From an optimization exercise on the open Yosys and OpenROAD flow, aimed at small area and a short achievable clock period; shortcuts taken in it are not production practice. The RTL was checked by simulation tests, not by an equivalence proof against the original design. No activity file was given, so power comes from the tool's default toggle rates.

==> flow/design.v <==
module dff(d,clk,q);
    input d,clk;
    output q;
    reg q;
    always @ (posedge clk)
    begin
    q<=d;
    end
endmodule
module pipo(d, clk, q);
input [7:0] d;
input clk;
output reg [7:0] q;
always @(posedge clk) q <= d;
endmodule
module regfile(clk, en_write, en_read, reg_write_addr, reg_read_addr1, reg_read_addr2,
               reg_write_data, reg_read_data1, reg_read_data2);
input clk;
input en_write;
input en_read;
input [3:0] reg_write_addr;
input [3:0] reg_read_addr1;
input [3:0] reg_read_addr2;
input [7:0] reg_write_data;
output [7:0] reg_read_data1;
output [7:0] reg_read_data2;
reg [7:0] Registers [0:15];
reg [7:0] hold1, hold2;
wire [15:0] wsel, nwsel;
wdec wd (.en(en_write), .a(reg_write_addr), .sel(wsel), .nsel(nwsel));
genvar i, j;
generate
  for (i = 0; i < 16; i = i + 1) begin : row
    wire [7:0] nxt;
    for (j = 0; j < 8; j = j + 1) begin : wb
      g_a22o w (.a1(nwsel[i]), .a2(Registers[i][j]), .b1(wsel[i]), .b2(reg_write_data[j]), .y(nxt[j]));
    end
    always @(posedge clk)
      Registers[i] <= nxt;
  end
endgenerate
wire [15:0] sel1, sel2;
rdec rd1 (.a(reg_read_addr1), .sel(sel1));
rdec rd2 (.a(reg_read_addr2), .sel(sel2));
wire en_read_n;
g_inv ie (.a(en_read), .y(en_read_n));
wire [7:0] r1, r2;
generate
  for (i = 0; i < 8; i = i + 1) begin : rb
    wire [15:0] col;
    for (j = 0; j < 16; j = j + 1) begin : c
      assign col[j] = Registers[j][i];
    end
    rsel rs1 (.sel(sel1), .m(col), .en(en_read), .en_n(en_read_n), .h(hold1[i]), .we(en_write), .r(r1[i]), .o(reg_read_data1[i]));
    rsel rs2 (.sel(sel2), .m(col), .en(en_read), .en_n(en_read_n), .h(hold2[i]), .we(en_write), .r(r2[i]), .o(reg_read_data2[i]));
  end
endgenerate
always @(posedge clk) begin
  hold1 <= r1;
  hold2 <= r2;
end
endmodule
module wdec(en, a, sel, nsel);
input en;
input [3:0] a;
output [15:0] sel, nsel;
wire [3:0] an, lo, hi;
g_inv i0 (.a(a[0]), .y(an[0]));
g_inv i1 (.a(a[1]), .y(an[1]));
g_inv i2 (.a(a[2]), .y(an[2]));
g_inv i3 (.a(a[3]), .y(an[3]));
g_nor2 l0 (.a(a[1]),  .b(a[0]),  .y(lo[0]));
g_nor2 l1 (.a(a[1]),  .b(an[0]), .y(lo[1]));
g_nor2 l2 (.a(an[1]), .b(a[0]),  .y(lo[2]));
g_nor2 l3 (.a(an[1]), .b(an[0]), .y(lo[3]));
g_nor2 h0 (.a(a[3]),  .b(a[2]),  .y(hi[0]));
g_nor2 h1 (.a(a[3]),  .b(an[2]), .y(hi[1]));
g_nor2 h2 (.a(an[3]), .b(a[2]),  .y(hi[2]));
g_nor2 h3 (.a(an[3]), .b(an[2]), .y(hi[3]));
genvar k;
generate
  for (k = 0; k < 16; k = k + 1) begin : d
    g_nand3 n (.a(en), .b(lo[k % 4]), .c(hi[k / 4]), .y(nsel[k]));
    g_inv   s (.a(nsel[k]), .y(sel[k]));
  end
endgenerate
endmodule
module rdec(a, sel);
input [3:0] a;
output [15:0] sel;
wire [3:0] lo_n, hi_n;
predec p (.a(a), .lo_n(lo_n), .hi_n(hi_n));
genvar k;
generate
  for (k = 0; k < 16; k = k + 1) begin : d
    g_nor2 s (.a(lo_n[k % 4]), .b(hi_n[k / 4]), .y(sel[k]));
  end
endgenerate
endmodule
module predec(a, lo_n, hi_n);
input [3:0] a;
output [3:0] lo_n, hi_n;
wire [3:0] an;
g_inv i0 (.a(a[0]), .y(an[0]));
g_inv i1 (.a(a[1]), .y(an[1]));
g_inv i2 (.a(a[2]), .y(an[2]));
g_inv i3 (.a(a[3]), .y(an[3]));
g_nand2 l0 (.a(an[1]), .b(an[0]), .y(lo_n[0]));
g_nand2 l1 (.a(an[1]), .b(a[0]),  .y(lo_n[1]));
g_nand2 l2 (.a(a[1]),  .b(an[0]), .y(lo_n[2]));
g_nand2 l3 (.a(a[1]),  .b(a[0]),  .y(lo_n[3]));
g_nand2 h0 (.a(an[3]), .b(an[2]), .y(hi_n[0]));
g_nand2 h1 (.a(an[3]), .b(a[2]),  .y(hi_n[1]));
g_nand2 h2 (.a(a[3]),  .b(an[2]), .y(hi_n[2]));
g_nand2 h3 (.a(a[3]),  .b(a[2]),  .y(hi_n[3]));
endmodule
module rsel(sel, m, en, en_n, h, we, r, o);
input [15:0] sel, m;
input en, en_n, h, we;
output r, o;
wire y0, y1, a, b;
g_or8   p0 (.s(sel[7:0]),  .m(m[7:0]),  .y(y0));
g_or8   p1 (.s(sel[15:8]), .m(m[15:8]), .y(y1));
g_o21ai na (.a1(y0), .a2(y1), .b1(en), .y(a));    
g_nand2 nb (.a(en_n), .b(h), .y(b));              
g_a21oi oo (.a1(a), .a2(b), .b1(we), .y(o));
g_nand2 rr (.a(a), .b(b), .y(r));
endmodule
module g_or8(s, m, y);
input [7:0] s, m;
output y;
assign y = |(s & m);
endmodule
module g_inv(a, y);
input a; output y;
assign y = ~a;
endmodule
module g_nand2(a, b, y);
input a, b; output y;
assign y = ~(a & b);
endmodule
module g_nand3(a, b, c, y);
input a, b, c; output y;
assign y = ~(a & b & c);
endmodule
module g_nor2(a, b, y);
input a, b; output y;
assign y = ~(a | b);
endmodule
module g_a22o(a1, a2, b1, b2, y);
input a1, a2, b1, b2; output y;
assign y = (a1 & a2) | (b1 & b2);
endmodule
module g_o21ai(a1, a2, b1, y);
input a1, a2, b1; output y;
assign y = ~((a1 | a2) & b1);
endmodule
module g_a21oi(a1, a2, b1, y);
input a1, a2, b1; output y;
assign y = ~((a1 & a2) | b1);
endmodule
module SIMD_CU(d,d1,d2,en_write, 
		en_read, reg_write_addr1,
		reg_write_addr2,reg_write_addr3, 
		reg_read_addr1,reg_read_addr2,reg_read_addr3,reg_read_addr4,reg_read_addr5, reg_read_addr6,  
		clk, 
		reg_read_data1, reg_read_data2, reg_read_data3, reg_read_data4,reg_read_data5,reg_read_data6);
	input clk,en_write, en_read;
	input [3:0] reg_write_addr1;
	input [3:0] reg_write_addr2;
	input [3:0] reg_write_addr3;
	input [3:0] reg_read_addr1;
	input [3:0] reg_read_addr2;
	input [3:0] reg_read_addr3;
	input [3:0] reg_read_addr4;
	input [3:0] reg_read_addr5;
	input [3:0] reg_read_addr6;
	input [7:0] d,d1,d2;
	wire [7:0] q,q1,q2;
	output[7:0] reg_read_data1;
	output[7:0] reg_read_data2;
	output[7:0] reg_read_data3;
	output[7:0] reg_read_data4;
	output[7:0] reg_read_data5;
	output[7:0] reg_read_data6;
	pipo p1(d, clk, q);
	pipo p2(d1, clk, q1);
	pipo p3(d2, clk, q2);
	regfile PEM1(clk, en_write, en_read, reg_write_addr1,  reg_read_addr1, reg_read_addr2, q, reg_read_data1, reg_read_data2 );
	regfile PEM2(clk, en_write, en_read, reg_write_addr2,  reg_read_addr3, reg_read_addr4, q1, reg_read_data3, reg_read_data4 );
	regfile PEM3(clk, en_write, en_read, reg_write_addr3,  reg_read_addr5, reg_read_addr6, q2, reg_read_data5, reg_read_data6 );
endmodule
export LEC_CHECK = 0
export CAP_MARGIN = 20
export CORE_MARGIN = 2
export CORE_UTILIZATION = 40
export SETUP_SLACK_MARGIN = 1.3
export SLEW_MARGIN = 20
export SYNTH_HIERARCHICAL = 1
create_clock -name core_clock -period 5.2 [get_ports {clk}]
standard.sh (not shown) runs the stock make flow with config.mk's settings and CLKGATE_MAP_FILE= SYNTH_SCRIPT=/design/flow/synth_recipe.tcl, a recipe that flattens the netlist after the stock synthesis.
==> flow/flow/run.sh <==
#!/bin/bash
# Standard synthesis, then every combinational cell that synthesis gave a
# drive strength above 1 is set back to strength 1 (same function and pins;
# flip-flops are left as they are), then the standard layout from there.
# Clock tree: larger sink clusters and no dummy loads.
# Port buffers: buf_2 (the resizer sizes them from there).
# Each tool's output goes to a log file of its own in this folder.
set -euo pipefail
R=orfs/results/sky130hd/SIMD_CU/base
bash standard.sh synth > synth.log 2>&1
python3 flow/downsize.py "$FLOW_HOME/platforms/sky130hd/lib/sky130_fd_sc_hd__tt_025C_1v80.lib" \
  $R/1_2_yosys.v > downsize.log 2>&1
rm -f $R/1_synth.odb $R/1_synth.sdc
bash standard.sh finish \
  CTS_ARGS="-sink_clustering_enable -repair_clock_nets -dont_use_dummy_load -sink_clustering_size 16 -sink_clustering_max_diameter 60 -buf_list sky130_fd_sc_hd__clkbuf_8" \
  BUFFER_PORTS_ARGS="-buffer_cell sky130_fd_sc_hd__buf_2" \
  > layout.log 2>&1
==> flow/flow/downsize.py <==
# Set every combinational cell in a synthesized netlist to drive strength 1.
# usage: downsize.py LIBERTY NETLIST (the netlist is rewritten in place)
import re, sys, collections
lib, net = sys.argv[1], sys.argv[2]
cells = set(re.findall(r'cell\s*\(\s*"?(sky130_fd_sc_hd__\w+?)"?\s*\)', open(lib).read()))
keep = ('df', 'edf', 'sdf', 'dl', 'clk', 'conb', 'tap', 'fill', 'decap')
changed = collections.Counter()
def swap(m):
    name, base, size = m.group(0), m.group(1), m.group(2)
    if base.startswith(keep) or size == '1':
        return name
    new = 'sky130_fd_sc_hd__%s_1' % base
    if new not in cells:
        return name
    changed[name + ' -> ' + new] += 1
    return new
text = open(net).read()
text = re.sub(r'(?<=^  )sky130_fd_sc_hd__(\w+?)_(\d+)(?= )', swap, text, flags=re.M)
open(net, 'w').write(text)
for k, n in sorted(changed.items()):
    print(n, k)
Next try:
--- a/flow/flow/run.sh
+++ b/flow/flow/run.sh
@@ -13,5 +13,5 @@
 rm -f $R/1_synth.odb $R/1_synth.sdc
 bash standard.sh finish \
-  CTS_ARGS="-sink_clustering_enable -repair_clock_nets -dont_use_dummy_load -sink_clustering_size 16 -sink_clustering_max_diameter 60 -buf_list sky130_fd_sc_hd__clkbuf_8" \
+  CTS_ARGS="-sink_clustering_enable -repair_clock_nets -dont_use_dummy_load -sink_clustering_size 24 -sink_clustering_max_diameter 80" \
   BUFFER_PORTS_ARGS="-buffer_cell sky130_fd_sc_hd__buf_2" \
   > layout.log 2>&1
CORE_UTILIZATION = 60   (was 40)
SETUP_SLACK_MARGIN = 1.5   (was 1.3)
Result: Hold slack hardly moves; final area grows by 2.5%; critical path depth stays the same; routed wire length shrinks by 3.4%; worst setup slack improved by 0.11 ns; global-route usage grows by 12 points.
Next try:
--- a/flow/flow/run.sh
+++ b/flow/flow/run.sh
@@ -13,5 +13,5 @@
 rm -f $R/1_synth.odb $R/1_synth.sdc
 bash standard.sh finish \
-  CTS_ARGS="-sink_clustering_enable -repair_clock_nets -dont_use_dummy_load -sink_clustering_size 24 -sink_clustering_max_diameter 80" \
+  CTS_ARGS="-sink_clustering_enable -repair_clock_nets -dont_use_dummy_load -sink_clustering_size 16 -sink_clustering_max_diameter 60 -buf_list sky130_fd_sc_hd__clkbuf_8" \
   BUFFER_PORTS_ARGS="-buffer_cell sky130_fd_sc_hd__buf_2" \
   > layout.log 2>&1
CORE_UTILIZATION = 40   (was 60)
After rerunning: The new run ran to the end with no violations. Routed wire length is higher by 3.9%. Sequential power hardly moves. Die area is higher by 49%. Synthesized area stays the same.
Next try:
SETUP_SLACK_MARGIN = 1.7   (was 1.5)
After rerunning:
- routed wire length came out higher by 3.0%
- worst hold slack hardly moves
- clock-buffer cell count stays the same
- non-clock buffer count grows by 21
- worst setup slack improves by 0.18 ns
- fmax went up by 5.0%
- power went up by 3.5%
- global-route usage rises by 0.58 points
- die area does not change
- register-to-register slack is better by 0.03 ns
Next try:
--- a/flow/flow/run.sh
+++ b/flow/flow/run.sh
@@ -13,5 +13,5 @@
 rm -f $R/1_synth.odb $R/1_synth.sdc
 bash standard.sh finish \
-  CTS_ARGS="-sink_clustering_enable -repair_clock_nets -dont_use_dummy_load -sink_clustering_size 16 -sink_clustering_max_diameter 60 -buf_list sky130_fd_sc_hd__clkbuf_8" \
+  CTS_ARGS="-sink_clustering_enable -repair_clock_nets -dont_use_dummy_load -sink_clustering_size 24 -sink_clustering_max_diameter 80" \
   BUFFER_PORTS_ARGS="-buffer_cell sky130_fd_sc_hd__buf_2" \
   > layout.log 2>&1
SETUP_SLACK_MARGIN = 1.5   (was 1.7)
What happened: Combinational power shrinks by about 13%; global-route usage shrinks by 0.88 points; flip-flop and latch count stays the same.
Next try:
--- a/flow/flow/run.sh
+++ b/flow/flow/run.sh
@@ -13,5 +13,5 @@
 rm -f $R/1_synth.odb $R/1_synth.sdc
 bash standard.sh finish \
-  CTS_ARGS="-sink_clustering_enable -repair_clock_nets -dont_use_dummy_load -sink_clustering_size 24 -sink_clustering_max_diameter 80" \
+  CTS_ARGS="-sink_clustering_enable -repair_clock_nets -dont_use_dummy_load -sink_clustering_size 16 -sink_clustering_max_diameter 60 -buf_list sky130_fd_sc_hd__clkbuf_8" \
   BUFFER_PORTS_ARGS="-buffer_cell sky130_fd_sc_hd__buf_2" \
   > layout.log 2>&1
CORE_UTILIZATION = 55   (was 40)
PLACE_DENSITY = 0.8   (was not set)
Result: The changed run went through all stages and came out clean. Via count went up by a few percent. Cell area decreases by a few percent. Setup slack degrades by 0.073 ns. First-iteration DRC count is higher by a few percent.

[re-timing with driven ports]
In the flow no input, the clock included, has a driving cell. The finished layouts below were timed again as built, in two steps.
Step 1, drivers: a clkbuf_16 drives clk and a buf_2 each remaining input, both assumed.
Step 2 moves the port delays by t, midway between the first and last clock arrival at a register: inputs arrive t later, outputs are due t later. That takes back most of the time a late clock gives input paths.
Slacks: ideal ports / drivers / drivers and shift; pairs: ideal ports / drivers.
run | shift t [ns] | setup slack, ns | hold slack, ns | worst register clock-pin slew, ns | worst slew at a driven data input, ns
the first run | 0.678 | 1.354 / 1.327 / 1.327 | 0.441 / 0.441 / 0.441 | 0.11 / 0.11 | 0.11
the second run | 0.606 | 1.464 / 1.419 / 1.419 | 0.441 / 0.441 / 0.441 | 0.10 / 0.10 | 0.05
the third run | 0.675 | 1.472 / 1.417 / 1.417 | 0.440 / 0.440 / 0.440 | 0.10 / 0.10 | 0.10
the fourth run | 0.673 | 1.649 / 1.606 / 1.606 | 0.442 / 0.442 / 0.442 | 0.10 / 0.10 | 0.10
the fifth run | 0.626 | 1.492 / 1.428 / 1.428 | 0.439 / 0.439 / 0.439 | 0.10 / 0.10 | 0.11
the sixth run | 0.641 | 1.420 / 1.399 / 1.399 | 0.441 / 0.441 / 0.441 | 0.10 / 0.10 | 0.06
After both steps every run listed still meets setup and hold. The setup slack of the fifth run, which loses most, moves by -0.064 ns with the drivers and by -0.064 ns with both steps.
